What follows belongs to an exercise in optimizing a design on an open flow for small area, a short achievable clock period and few clock cycles; a production flow would make more cautious choices. In this exercise RTL edits were held to simulation tests only and were not proved equivalent to the original. No activity file was given, so power comes from the tool's default toggle rates.

==> tundra: inputs <==
// axifull_dev
	module axifull_dev #
	(
		parameter integer C_S00_AXI_ID_WIDTH	= 8,
		parameter integer C_S00_AXI_DATA_WIDTH	= 128,
		parameter integer C_S00_AXI_ADDR_WIDTH	= 8,
		parameter integer C_S00_AXI_AWUSER_WIDTH	= 0,
		parameter integer C_S00_AXI_ARUSER_WIDTH	= 0,
		parameter integer C_S00_AXI_WUSER_WIDTH	= 0,
		parameter integer C_S00_AXI_RUSER_WIDTH	= 0,
		parameter integer C_S00_AXI_BUSER_WIDTH	= 0
	)
	(
		input wire  s00_axi_aclk,
		input wire  s00_axi_aresetn,
		input wire [C_S00_AXI_ID_WIDTH-1 : 0] s00_axi_awid,
		input wire [C_S00_AXI_ADDR_WIDTH-1 : 0] s00_axi_awaddr,
		input wire [7 : 0] s00_axi_awlen,
		input wire [2 : 0] s00_axi_awsize,
		input wire [1 : 0] s00_axi_awburst,
		input wire  s00_axi_awlock,
		input wire [3 : 0] s00_axi_awcache,
		input wire [2 : 0] s00_axi_awprot,
		input wire [3 : 0] s00_axi_awqos,
		input wire [3 : 0] s00_axi_awregion,
		input wire  s00_axi_awvalid,
		output wire  s00_axi_awready,
		input wire [C_S00_AXI_DATA_WIDTH-1 : 0] s00_axi_wdata,
		input wire [(C_S00_AXI_DATA_WIDTH/8)-1 : 0] s00_axi_wstrb,
		input wire  s00_axi_wlast,
		input wire  s00_axi_wvalid,
		output wire  s00_axi_wready,
		output wire [C_S00_AXI_ID_WIDTH-1 : 0] s00_axi_bid,
		output wire [1 : 0] s00_axi_bresp,
		output wire  s00_axi_bvalid,
		input wire  s00_axi_bready,
		input wire [C_S00_AXI_ID_WIDTH-1 : 0] s00_axi_arid,
		input wire [C_S00_AXI_ADDR_WIDTH-1 : 0] s00_axi_araddr,
		input wire [7 : 0] s00_axi_arlen,
		input wire [2 : 0] s00_axi_arsize,
		input wire [1 : 0] s00_axi_arburst,
		input wire  s00_axi_arlock,
		input wire [3 : 0] s00_axi_arcache,
		input wire [2 : 0] s00_axi_arprot,
		input wire [3 : 0] s00_axi_arqos,
		input wire [3 : 0] s00_axi_arregion,
		input wire  s00_axi_arvalid,
		output wire  s00_axi_arready,
		output wire [C_S00_AXI_ID_WIDTH-1 : 0] s00_axi_rid,
		output wire [C_S00_AXI_DATA_WIDTH-1 : 0] s00_axi_rdata,
		output wire [1 : 0] s00_axi_rresp,
		output wire  s00_axi_rlast,
		output wire  s00_axi_rvalid,
		input wire  s00_axi_rready
	);
export LEC_CHECK = 0
export CAP_MARGIN = 20
export CORE_MARGIN = 2
export CORE_UTILIZATION = 45
export CTS_CLUSTER_DIAMETER = 100
export CTS_CLUSTER_SIZE = 25
export PLACE_DENSITY = 0.6
export SETUP_SLACK_MARGIN = 2.5
export SLEW_MARGIN = 20
create_clock -name core_clock -period 5.0 [get_ports {s00_axi_aclk}]
standard.sh (not shown) runs the stock make flow with config.mk's settings and CLKGATE_MAP_FILE= SYNTH_SCRIPT=/design/flow/synth_recipe.tcl, a recipe that flattens the netlist after the stock synthesis.
==> flow/flow/run.sh <==
#!/bin/bash
# The standard layout, with plain buf_1 cells as the port buffers
# (buffer_ports otherwise picks clkdlybuf4s50_1, a larger delay cell).
set -euo pipefail
export BUFFER_PORTS_ARGS="-buffer_cell sky130_fd_sc_hd__buf_1"
bash standard.sh > standard.log 2>&1
==> amber (differences from tundra) <==
--- a/flow/design.v
+++ b/flow/design.v
@@ -58,12 +58,14 @@
 	localparam integer AW = C_S_AXI_ADDR_WIDTH;
 	localparam integer NW = 16;           
 	localparam integer KW = 4;            
 	localparam integer KR = 4;            
 	localparam integer SW = NW/KW;
 	localparam integer SR = NW/KR;
+	localparam integer LW = (SW >= 16) ? 4 : (SW >= 8) ? 3 : (SW >= 4) ? 2 : (SW >= 2) ? 1 : 0;
+	localparam integer LR = (SR >= 16) ? 4 : (SR >= 8) ? 3 : (SR >= 4) ? 2 : (SR >= 2) ? 1 : 0;
 	reg  [3:0]      m;
 	reg  [3:0]      e;
 	reg  [NW*DW-1:0] ring;
 	integer k, b;
 	reg             st_idle, st_wr, st_rd;
 	reg             acc;                  
@@ -74,43 +76,49 @@
 	reg             wdone;                
 	reg  [NB-1:0]   mask;
 	reg  [DW-1:0]   dbuf;
 	reg  [C_S_AXI_ID_WIDTH-1:0] id;
 	reg             bvalid, rvalid, rlast;
 	reg  [7:0]      rleft;                
+	reg  [KW-1:0]   wc;
+	reg  [KR-1:0]   ta, tb;
+	reg             ra, rb;               
+	reg             ldi, ldf;             
+	wire aw_hs = acc & S_AXI_AWVALID;
+	wire ar_hs = acc & S_AXI_ARVALID & ~S_AXI_AWVALID;
+	wire wready = wrdy | aw_hs;
+	wire w_hs  = wready & S_AXI_WVALID;
+	wire w0_hs = aw_hs & S_AXI_WVALID;
 	assign S_AXI_AWREADY = acc;
 	assign S_AXI_ARREADY = acc;
-	assign S_AXI_WREADY  = wrdy;
+	assign S_AXI_WREADY  = wready;
 	assign S_AXI_BID     = id;
 	assign S_AXI_BRESP   = 2'b00;
 	assign S_AXI_BVALID  = bvalid;
 	assign S_AXI_RID     = id;
 	assign S_AXI_RDATA   = dbuf;
 	assign S_AXI_RRESP   = 2'b00;
 	assign S_AXI_RLAST   = rlast;
 	assign S_AXI_RVALID  = rvalid;
-	reg  [KW-1:0]   wc;
-	reg  [KR-1:0]   ta, tb;
-	reg             ra, rb;               
-	reg             ldi, ldf;             
-	wire aw_hs = acc & S_AXI_AWVALID;
-	wire ar_hs = acc & S_AXI_ARVALID & ~S_AXI_AWVALID;
-	wire w_hs  = wrdy & S_AXI_WVALID;
-	localparam integer LS = (SR >= 16) ? 4 : (SR >= 8) ? 3 : (SR >= 4) ? 2 : (SR >= 2) ? 1 : 0;
 	wire [3:0]      ara = S_AXI_ARADDR[AW-1:AW-4];
+	wire [3:0]      awa = S_AXI_AWADDR[AW-1:AW-4];
 	wire [3:0]      w0  = ~m;
 	wire [3:0]      w1  = ~m + 4'd1;
-	wire            lo0 = (ara[LS-1:0] == w0[LS-1:0]);
-	wire            lo1 = (ara[LS-1:0] == w1[LS-1:0]);
 	reg  [KR-1:0]   tm, tn;
-	reg  [3-LS:0]   kk;
+	reg  [KW-1:0]   pn;
+	reg  [3-LR:0]   kr;
+	reg  [3-LW:0]   kw;
 	always @* begin
 	  for (k = 0; k < KR; k = k + 1) begin
-	    kk = k;
-	    tm[k] = ar_hs & lo0 & (ara[3:LS] == w0[3:LS] + kk);
-	    tn[k] = lo1 & (ara[3:LS] == w1[3:LS] + kk);
+	    kr = k;
+	    tm[k] = ar_hs & (ara[LR-1:0] == w0[LR-1:0]) & (ara[3:LR] == w0[3:LR] + kr);
+	    tn[k] = (ara[LR-1:0] == w1[LR-1:0]) & (ara[3:LR] == w1[3:LR] + kr);
+	  end
+	  for (k = 0; k < KW; k = k + 1) begin
+	    kw = k;
+	    pn[k] = (awa[LW-1:0] == w1[LW-1:0]) & (awa[3:LW] == w1[3:LW] + kw);
 	  end
 	end
 	wire tm_any = |tm;
 	wire commit = |wc;
 	wire rload  = ra | (rb & S_AXI_RREADY);
 	reg [NW*DW-1:0] ring_n;
@@ -121,13 +129,13 @@
 	    for (b = 0; b < NB; b = b + 1)
 	      if (wc[k] && mask[b])
 	        ring_n[k*SW*DW + b*8 +: 8] = dbuf[b*8 +: 8];
 	end
 	always @(posedge S_AXI_ACLK)
 	  ring <= ring_n;
-	wire [NB-1:0] selw = {NB{ldi}} | ({NB{ldf & S_AXI_WVALID}} & S_AXI_WSTRB);
+	wire [NB-1:0] selw = {NB{ldi | aw_hs}} | ({NB{ldf & S_AXI_WVALID}} & S_AXI_WSTRB);
 	wire [NB-1:0] selh = ~selw & {NB{~rload & ~tm_any}};
 	reg  [KR-1:0] selt;
 	reg  [DW-1:0] dbuf_n;
 	always @* begin
 	  for (k = 0; k < KR; k = k + 1)
 	    selt[k] = ta[k] | (tb[k] & S_AXI_RREADY) | tm[k];
@@ -141,42 +149,26 @@
 	  dbuf <= dbuf_n;
 	reg n_idle, n_wr, n_rd, n_pend, n_lastb, n_fixed, n_wdone;
 	reg [NB-1:0] n_mask;
 	reg [C_S_AXI_ID_WIDTH-1:0] n_id;
 	reg n_bvalid, n_rvalid, n_rlast;
 	reg [7:0] n_rleft;
-	reg [3:0] n_e, n_ei;
+	reg [3:0] n_e;
 	reg n_acc, n_wrdy, n_ra, n_rb, n_ldi, n_ldf;
 	reg [KW-1:0] n_wc;
 	reg [KR-1:0] n_ta, n_tb;
 	reg will_commit, al_r_n;
 	always @* begin
 	  n_idle = st_idle; n_wr = st_wr; n_rd = st_rd;
 	  n_pend = pend; n_lastb = lastb; n_fixed = fixed; n_wdone = wdone;
 	  n_mask = mask; n_id = id;
 	  n_bvalid = bvalid; n_rvalid = rvalid; n_rlast = rlast; n_rleft = rleft;
-	  n_ei = e - 4'd1;
+	  n_e = e - 4'd1;
 	  if (commit) begin
 	    n_pend = 1'b0;
-	    if (!fixed) n_ei = e;
-	  end
-	  if (aw_hs) begin
-	    n_idle = 1'b0; n_wr = 1'b1; n_wdone = 1'b0;
-	    n_id = S_AXI_AWID;
-	    n_fixed = (S_AXI_AWBURST == 2'b00);
-	  end
-	  if (ar_hs) begin
-	    n_idle = 1'b0; n_rd = 1'b1;
-	    n_id = S_AXI_ARID;
-	    n_fixed = (S_AXI_ARBURST == 2'b00);
-	    n_rleft = S_AXI_ARLEN;
-	    n_rvalid = 1'b0;
-	    if (tm_any) begin
-	      n_rvalid = 1'b1;
-	      n_rlast = (S_AXI_ARLEN == 8'd0);
-	    end
+	    if (!fixed) n_e = e;
 	  end
 	  if (st_wr) begin
 	    if (!fixed) begin
 	      if (wrdy) begin
 	        n_mask = S_AXI_WSTRB;
 	        n_lastb = S_AXI_WLAST;
@@ -202,53 +194,73 @@
 	        if (!rload && !fixed) n_rvalid = 1'b0;
 	      end
 	    end
 	    if (rload) begin
 	      n_rvalid = 1'b1;
 	      if (!rvalid) n_rlast = (rleft == 8'd0);
-	      if (!fixed) n_ei = e;
+	      if (!fixed) n_e = e;
+	    end
+	  end
+	  will_commit = n_pend & ((n_e % SW) == 0) & (~n_fixed | n_lastb);
+	  for (k = 0; k < KW; k = k + 1)
+	    n_wc[k] = will_commit & (n_e == k*SW);
+	  al_r_n = (n_e % SR) == 0;
+	  n_ra = n_rd & al_r_n & ~n_rvalid;
+	  n_rb = n_rd & al_r_n & n_rvalid & ~n_rlast & ~n_fixed;
+	  for (k = 0; k < KR; k = k + 1) begin
+	    n_ta[k] = n_ra & (n_e == k*SR);
+	    n_tb[k] = n_rb & (n_e == k*SR);
+	  end
+	  if (aw_hs) begin
+	    n_idle = 1'b0; n_wr = 1'b1;
+	    n_id = S_AXI_AWID;
+	    n_fixed = (S_AXI_AWBURST == 2'b00);
+	    n_e = awa + m;
+	    n_mask = S_AXI_WSTRB;
+	    n_lastb = S_AXI_WLAST;
+	    n_pend = S_AXI_WVALID;
+	    n_wdone = S_AXI_WVALID & S_AXI_WLAST;
+	    will_commit = S_AXI_WVALID & (n_fixed ? S_AXI_WLAST : 1'b1) & (|pn);
+	    n_wc = {KW{S_AXI_WVALID & (n_fixed ? S_AXI_WLAST : 1'b1)}} & pn;
+	  end
+	  if (ar_hs) begin
+	    n_idle = 1'b0; n_rd = 1'b1;
+	    n_id = S_AXI_ARID;
+	    n_fixed = (S_AXI_ARBURST == 2'b00);
+	    n_e = ara + m;
+	    n_rleft = S_AXI_ARLEN;
+	    n_rvalid = 1'b0;
+	    if (tm_any) begin
+	      n_e = ara + m + 4'd1;
+	      n_rvalid = 1'b1;
+	      n_rlast = (S_AXI_ARLEN == 8'd0);
 	    end
+	    n_ta = {KR{~tm_any}} & tn;
+	    n_tb = tm & {KR{(S_AXI_ARBURST != 2'b00) & (S_AXI_ARLEN != 8'd0)}};
+	    n_ra = |n_ta;
+	    n_rb = |n_tb;
 	  end
-	  will_commit = n_pend & ((n_ei % SW) == 0) & (~n_fixed | n_lastb);
-	  if (st_wr && !(bvalid && S_AXI_BREADY) && n_wdone && (!n_pend || will_commit))
+	  if ((st_wr || aw_hs) && !(bvalid && S_AXI_BREADY) && n_wdone && (!n_pend || will_commit))
 	    n_bvalid = 1'b1;
 	  if (bvalid && S_AXI_BREADY) begin
 	    n_bvalid = 1'b0; n_wr = 1'b0; n_idle = 1'b1;
 	  end
 	  if (S_AXI_ARESETN == 1'b0) begin
 	    n_idle = 1'b1; n_wr = 1'b0; n_rd = 1'b0;
 	    n_bvalid = 1'b0; n_rvalid = 1'b0; n_wdone = 1'b0;
 	    n_lastb = 1'b1;
-	    will_commit = n_pend & ((n_ei % SW) == 0);
+	    will_commit = n_pend & ((n_e % SW) == 0);
+	    for (k = 0; k < KW; k = k + 1)
+	      n_wc[k] = will_commit & (n_e == k*SW);
+	    n_ra = 1'b0; n_rb = 1'b0;
+	    n_ta = {KR{1'b0}}; n_tb = {KR{1'b0}};
 	  end
 	  n_acc  = n_idle & ~n_pend;
 	  n_wrdy = n_wr & ~n_wdone & (n_fixed | ~n_pend | will_commit);
 	  n_ldi  = n_wr & ~n_fixed & n_wrdy;
 	  n_ldf  = n_wr & n_fixed & n_wrdy;
-	  for (k = 0; k < KW; k = k + 1)
-	    n_wc[k] = will_commit & (n_ei == k*SW);
-	  al_r_n = (n_ei % SR) == 0;
-	  n_ra = n_rd & al_r_n & ~n_rvalid;
-	  n_rb = n_rd & al_r_n & n_rvalid & ~n_rlast & ~n_fixed;
-	  for (k = 0; k < KR; k = k + 1) begin
-	    n_ta[k] = n_ra & (n_ei == k*SR);
-	    n_tb[k] = n_rb & (n_ei == k*SR);
-	  end
-	  n_e = n_ei;
-	  if (aw_hs && S_AXI_ARESETN)
-	    n_e = S_AXI_AWADDR[AW-1:AW-4] + m;
-	  if (ar_hs && S_AXI_ARESETN) begin
-	    n_e = S_AXI_ARADDR[AW-1:AW-4] + m;
-	    if (tm_any) n_e = n_e + 4'd1;
-	    for (k = 0; k < KR; k = k + 1) begin
-	      n_ta[k] = ~tm_any & tn[k];
-	      n_tb[k] = tm[k] & (S_AXI_ARBURST != 2'b00) & (S_AXI_ARLEN != 8'd0);
-	    end
-	    n_ra = |n_ta;
-	    n_rb = |n_tb;
-	  end
 	end
 	always @(posedge S_AXI_ACLK) begin
 	  m       <= m - 4'd1;
 	  e       <= n_e;
 	  pend    <= n_pend;
 	  mask    <= n_mask;
- CORE_UTILIZATION: 45 -> 55
- PLACE_DENSITY: 0.6 -> 0.7
==> notes <==
- amber went through all stages and came out clean. tundra passed the timing, DRC and antenna checks.
- Of amber and tundra, amber has the higher worst hold slack (gap 0.018 ns).
- Design area is about the same in tundra and amber.
- In amber the non-clock buffer count is lower than in tundra, by 12.
- Register-to-register slack is about the same in amber and tundra.
- Between tundra and amber, the lower global-route usage is in tundra (gap 2.4 points).
- In flip-flop and latch count, tundra and amber do not differ.
- In sequential share of layout area, amber and tundra hardly differ.
- Between amber and tundra, the lower synthesized area is in tundra (gap 1.2%, measured against tundra).
- Between amber and tundra, the lower core utilization is in tundra (gap 11 points).
- In count of clock-buffer cells in the layout, amber and tundra do not differ.
==> figures <==
                                                                          tundra                    amber
Setup bufs post-CTS                                                             3                        2
Worst slew pin tran                                                      0.949 ns                 0.914 ns
Met3 layer wire length in the routed design                               6910 um                  6710 um
Post-route worst hold slack                                              0.302 ns                 0.321 ns
Final Instance Count excl. Fillers                                          5,674                    5,527
Power dissipated in sequential cells                                      24.0 mW                  28.2 mW
Status                                                    complete, no violations  complete, no violations
Iteration count of the initial detailed-routing pass                            9                        6
Well-tap cell count                                                         1,650                    1,380
Clock Power                                                               9.03 mW                  8.85 mW
Distinct cell type count of the synthesized netlist                            51                       66
Share of post-route cells with drive strength above 1                       0.187                    0.172
Initial standard-cell utilization of the core                               0.452                    0.554
Switching power as a share of total power                                   0.249                    0.252
Internal power                                                            27.7 mW                  31.7 mW
Met1 track demand over resource                                             0.238                    0.278
Portion of total power attributed to combinational logic                    0.107                    0.126
Mean post-synth cell area                                                15.5 um2                 15.1 um2
Mux share of post-synthesis cell area                                       0.103                    0.102
Setup clock skew after layout                                           0.0323 ns                0.0189 ns
Cell count along the critical path                                              9                        8
Testbench counts of tundra, summed over its fixed seeds: cycles 27,385.
Testbench counts of amber, summed over its fixed seeds: cycles 26,205.

re-timing with driven ports:
Ports are ideal in the flow. The routed layouts listed here were re-timed in OpenROAD. Step 1 sets driving cells, clkbuf_16 on the clock port and buf_2 on the other inputs (assumed; they add their load-dependent delay and slew). Step 2, shift: input delay + t, output delay - t, t = (earliest + latest rising clock arrival at the registers) / 2. This alone moves slack from input paths to output paths. Three values: ideal ports, drivers, drivers and shift; two values: the first two.
run	shift t [ns]	setup WS [ns]	worst setup path at the end	worst register clock-pin slew, ns
tundra	0.794	2.516 / 2.491 / 1.697	input to register	0.10 / 0.10
amber	0.758	2.481 / 2.514 / 1.770	input to register	0.10 / 0.10
After both steps every run listed still meets setup and hold. The setup slack of tundra, which loses most, moves by -0.025 ns with the drivers and by -0.819 ns with both steps.
